Background: an optimization exercise with open tools, aiming at small area, a short achievable clock period and few clock cycles per item. Do not read the settings as production practice. At most, simulation tests tie the RTL to the original design; equivalence was not proved. Power is estimated from default activity; no workload was simulated.

Setup of the reference run:
// booth_multiplier
module booth_multiplier(clk, reset_n, multiplier, multiplicand, op_start, op_clear, result, op_done);
For scale: ~2300 cells after synthesis, about 290 flip-flops.
==> flow/config.mk <==
export PLATFORM = sky130hd
export DESIGN_NAME = booth_multiplier
export DESIGN_NICKNAME = booth_multiplier
export VERILOG_FILES = /design/flow/design.v
export SDC_FILE = /design/flow/constraint.sdc
export NUM_CORES = 4
export LEC_CHECK = 0
export ABC_CLOCK_PERIOD_IN_PS = 2700
export CAP_MARGIN = 20
export CORE_MARGIN = 2
export CORE_UTILIZATION = 40
export SETUP_SLACK_MARGIN = 3.3
export SLEW_MARGIN = 20
==> flow/constraint.sdc <==
create_clock -name core_clock -period 6.0 [get_ports {clk}]
set_input_delay 1.2000 -clock core_clock [delete_from_list [all_inputs] [get_ports {clk}]]
set_output_delay 1.2000 -clock core_clock [all_outputs]
set_load 0.01 [all_outputs]
run.sh (not shown) runs the stock make flow with config.mk's settings and CLKGATE_MAP_FILE= SYNTH_SCRIPT=/design/flow/synth_recipe.tcl, a recipe that flattens the netlist after the stock synthesis.
The reference run was carried through to the last stage, and its layout satisfied the timing, design-rule and antenna checks.
The inputs of the trial run differ from those of the reference run as listed below.
Settings: SETUP_SLACK_MARGIN no longer set, was 3.3; ABC_CLOCK_PERIOD_IN_PS no longer set, was 2700.
==> notes.md <==
- The reference run finished all stages; the layout is clean.
- The trial run ran to completion and came out clean on the timing, design-rule and antenna checks.
- The trial run against the reference run: complex-gate fraction of the synthesized area roughly the same; critical path depth lower.
- The trial run ended with less required time at the endpoint of the critical path than the reference run.
- The trial run: maximum frequency 19% below the reference run
- When the final numbers for the trial run and the reference run were put side by side, the sequential share of cell area turned out to be greater in the trial run.
- Looking at setup slack, the trial run sits 0.81 ns lower than the reference run does.
- The trial run reports its most common cell after layout, fill and taps aside as sky130_fd_sc_hd__clkdlybuf4s50_1 while the reference run reports sky130_fd_sc_hd__edfxtp_1.
- Inverter count in the trial run vs the reference run: down about 0.6%
- NOTE: met3 layer wire length in the routed design in the trial run falls short of that of the reference run
Function was not checked in any run of this note: the RTL went through the layout flow alone.

========
booth_multiplier, a different RTL version from the one above (not shown whole).
For scale: about 260 I/O pins, about 24000 um^2 of cells after synthesis.
make LEC_CHECK=0 CAP_MARGIN=20 CORE_MARGIN=2 CORE_UTILIZATION=40 SETUP_SLACK_MARGIN=3.3 SLEW_MARGIN=20 SYNTH_HIERARCHICAL=1 finish   # period 6.0 ns
Testbench counts at the start, summed over its fixed seeds: cycles 5,760, items 480.
Next try:
==> flow/flow/run.sh (new file) <==
#!/bin/bash
# Standard layout with two changes: the port buffers are plain buffers (buf_2)
# instead of delay buffers, and synthesis leaves adders to abc (no full-adder
# cells). Registers are untouched by either change.
bash standard.sh ADDER_MAP_FILE= "BUFFER_PORTS_ARGS=-buffer_cell sky130_fd_sc_hd__buf_2" finish > standard.log 2>&1
==> flow/standard.sh (new file) <==
#!/bin/bash
# synth_recipe.tcl (not shown) runs the flow's synth.tcl, then flattens the netlist and writes it again
# the make line also repeats each setting of config.mk as NAME=value (left out here)
make -C /OpenROAD-flow-scripts/flow DESIGN_CONFIG=/design/flow/config.mk WORK_HOME=/design/flow/orfs CLKGATE_MAP_FILE= SYNTH_SCRIPT=/design/flow/synth_recipe.tcl "${@:-finish}"
--- a/flow/config.mk
+++ b/flow/config.mk
@@ -10,0 +11,2 @@
+export CTS_CLUSTER_DIAMETER = 100
+export CTS_CLUSTER_SIZE = 20
removed: flow/run.sh
What happened:
- worst setup slack is better by 0.15 ns
- die area grows by about a fifth
- clock power shrinks by a quarter to a third
- cell count grows by about a fifth
Next try:
--- a/flow/config.mk
+++ b/flow/config.mk
@@ -11,3 +11 @@
-export CTS_CLUSTER_DIAMETER = 100
-export CTS_CLUSTER_SIZE = 20
-export SETUP_SLACK_MARGIN = 3.3
+export SETUP_SLACK_MARGIN = 3.55
Result:
- final area rose by about 5%
- sequential power stays flat
- clock-buffer cell count climbs by 31
- worst setup slack got worse by 0.090 ns
- non-clock buffer count grows by 69
Next try:
--- a/flow/config.mk
+++ b/flow/config.mk
@@ -11 +11,2 @@
-export SETUP_SLACK_MARGIN = 3.55
+export PLACE_DENSITY = 0.7
+export SETUP_SLACK_MARGIN = 3.3
=> Clock-buffer cell count falls by 6. Sequential power falls by a few percent. Fmax rises by a few percent. Setup slack improved by 0.091 ns. Die area is unchanged.
Next try:
--- a/flow/config.mk
+++ b/flow/config.mk
@@ -11,2 +11 @@
-export PLACE_DENSITY = 0.7
-export SETUP_SLACK_MARGIN = 3.3
+export SETUP_SLACK_MARGIN = 3.1
Outcome: Non-clock buffer count falls by 21. Critical path depth is unchanged. Global-route usage rises by 0.67 points.
Next try:
--- a/flow/config.mk
+++ b/flow/config.mk
@@ -11 +11 @@
-export SETUP_SLACK_MARGIN = 3.1
+export SETUP_SLACK_MARGIN = 3.3
@@ -13,0 +14 @@
+export TNS_END_PERCENT = 20
=>
- The changed run passed the timing, design-rule and antenna checks
- sequential power drops by about 3%
- clock power barely changes
- utilization climbs by 0.20 points
- synthesized cell count does not change
- via count drops by 0.48%
- power climbs by 1.0%
- setup slack improves by 0.086 ns
- non-clock buffer count climbs by 4

========
Another version of the RTL of booth_multiplier (not shown whole).
Size in the first run: roughly 6500 cells after synthesis, ~260 I/O pins, about 33000 sq um of cells after synthesis.
Design booth_multiplier, start of the top module:
module booth_multiplier(clk, reset_n, multiplier, multiplicand, op_start, op_clear, result, op_done);
clock: 6.0 ns
lec_check: 0
abc_area: 1
cap_margin: 20
core_margin: 2
core_utilization: 50
cts_cluster_diameter: 100
cts_cluster_size: 20
setup_slack_margin: 3.3
slew_margin: 20
synth_hierarchical: 1
standard.sh (not shown) runs the stock make flow with config.mk's settings and CLKGATE_MAP_FILE= SYNTH_SCRIPT=/design/flow/synth_recipe.tcl, a recipe that flattens the netlist after the stock synthesis.
==> flow/flow/run.sh <==
#!/bin/bash
# Standard layout with two changes: the port buffers are plain buffers (buf_2)
# instead of delay buffers, and synthesis leaves adders to abc (no full-adder
# cells). Registers are untouched by either change.
bash standard.sh ADDER_MAP_FILE= "BUFFER_PORTS_ARGS=-buffer_cell sky130_fd_sc_hd__buf_2" finish > standard.log 2>&1
The starting point completed without violations.
Testbench counts at the start, summed over its fixed seeds: cycles 5,760, items 480.
Next try:
ABC_AREA = unset   (was 1)
Effect: The changed run completed with no timing, DRC or antenna violations; area after synthesis decreases by 18%; setup slack loses 0.13 ns; global-route usage falls by 3.7 points; maximum frequency came out lower by 5.0%; sequential power barely changes.
Next try:
CORE_UTILIZATION = 60   (was 50)
After rerunning:
- cell count is lower by 3.4%
- register-to-register slack degrades by 0.09 ns
- wire length shrinks by 1.0%
- total power is lower by 1.1%
- first-iteration DRC count came out higher by 9.5%
- clock skew went down by 0.0036 ns
- synthesized area does not change
- count of clock-buffer cells in the layout rose by 3
- fmax shrinks by 3.2%
Next try:
CORE_UTILIZATION = 45   (was 60)
After rerunning: Wire length increases by 2.4%. Clock-buffer cell count decreases by 2. Power increases by 2.1%.
Next try:
CORE_UTILIZATION = 40   (was 45)
Outcome:
- routed wire length went up by about 0.8%
- core utilization went down by 6.0 points
- area after synthesis does not change
Next try:
CORE_UTILIZATION = 50   (was 40)
CTS_BUF_LIST = sky130_fd_sc_hd__clkbuf_4 sky130_fd_sc_hd__clkbuf_8 sky130_fd_sc_hd__clkbuf_16   (was unset)
Fmax stays flat. Synthesized cell count does not change. Via count barely changes. Power drops by 0.64%.

==> separate check: timing with driven ports <==
No port has a modelled driver above. Below, the same layouts with a new extraction and two added sets of constraints.
Step 1 sets driving cells, clkbuf_16 on the clock port and buf_2 on the other inputs (assumed; they add their load-dependent delay and slew).
Step 2, shift: input delay + t, output delay - t, t = (earliest + latest rising clock arrival at the registers) / 2. This alone moves slack from input paths to output paths.
Slacks: ideal ports / drivers / drivers and shift; pairs: ideal ports / drivers.
run | t (ns) | setup slack, ns | worst hold slack (ns) | worst setup path after step 2 | latest minus earliest clock arrival (ns)
the reference run | 0.622 | 2.639 / 2.639 / 2.639 | 0.436 / 0.436 / 0.436 | register to register | 0.016 / 0.016
the trial run | 0.611 | 1.832 / 1.832 / 1.832 | 0.440 / 0.440 / 0.440 | register to register | 0.029 / 0.029
the first run of note 2 | 0.623 | 3.162 / 3.162 / 3.162 | 0.453 / 0.453 / 0.453 | register to register | 0.030 / 0.030
the second run of note 2 | 0.651 | 3.315 / 3.310 / 3.315 | 0.362 / 0.353 / 0.485 | register to register | 0.049 / 0.048
the third run of note 2 | 0.654 | 3.225 / 3.225 / 3.225 | 0.378 / 0.372 / 0.468 | register to register | 0.042 / 0.042
the fourth run of note 2 | 0.649 | 3.316 / 3.316 / 3.316 | 0.407 / 0.402 / 0.470 | register to register | 0.033 / 0.033
the fifth run of note 2 | 0.641 | 3.132 / 3.132 / 3.132 | 0.388 / 0.374 / 0.464 | register to register | 0.048 / 0.048
the sixth run of note 2 | 0.636 | 3.217 / 3.217 / 3.217 | 0.393 / 0.378 / 0.479 | register to register | 0.050 / 0.050
the first run of note 3 | 0.663 | 3.487 / 3.447 / 3.487 | 0.366 / 0.343 / 0.442 | register to register | 0.038 / 0.037
the second run of note 3 | 0.616 | 3.355 / 3.355 / 3.355 | 0.402 / 0.387 / 0.497 | register to register | 0.044 / 0.044
the third run of note 3 | 0.621 | 3.268 / 3.268 / 3.268 | 0.414 / 0.396 / 0.552 | register to register | 0.039 / 0.039
the fourth run of note 3 | 0.647 | 3.278 / 3.278 / 3.278 | 0.377 / 0.350 / 0.498 | register to register | 0.031 / 0.031
the fifth run of note 3 | 0.623 | 3.348 / 3.348 / 3.348 | 0.399 / 0.389 / 0.510 | register to register | 0.029 / 0.029
the sixth run of note 3 | 0.619 | 3.355 / 3.355 / 3.355 | 0.401 / 0.387 / 0.498 | register to register | 0.038 / 0.039
After both steps every run listed still meets setup and hold.
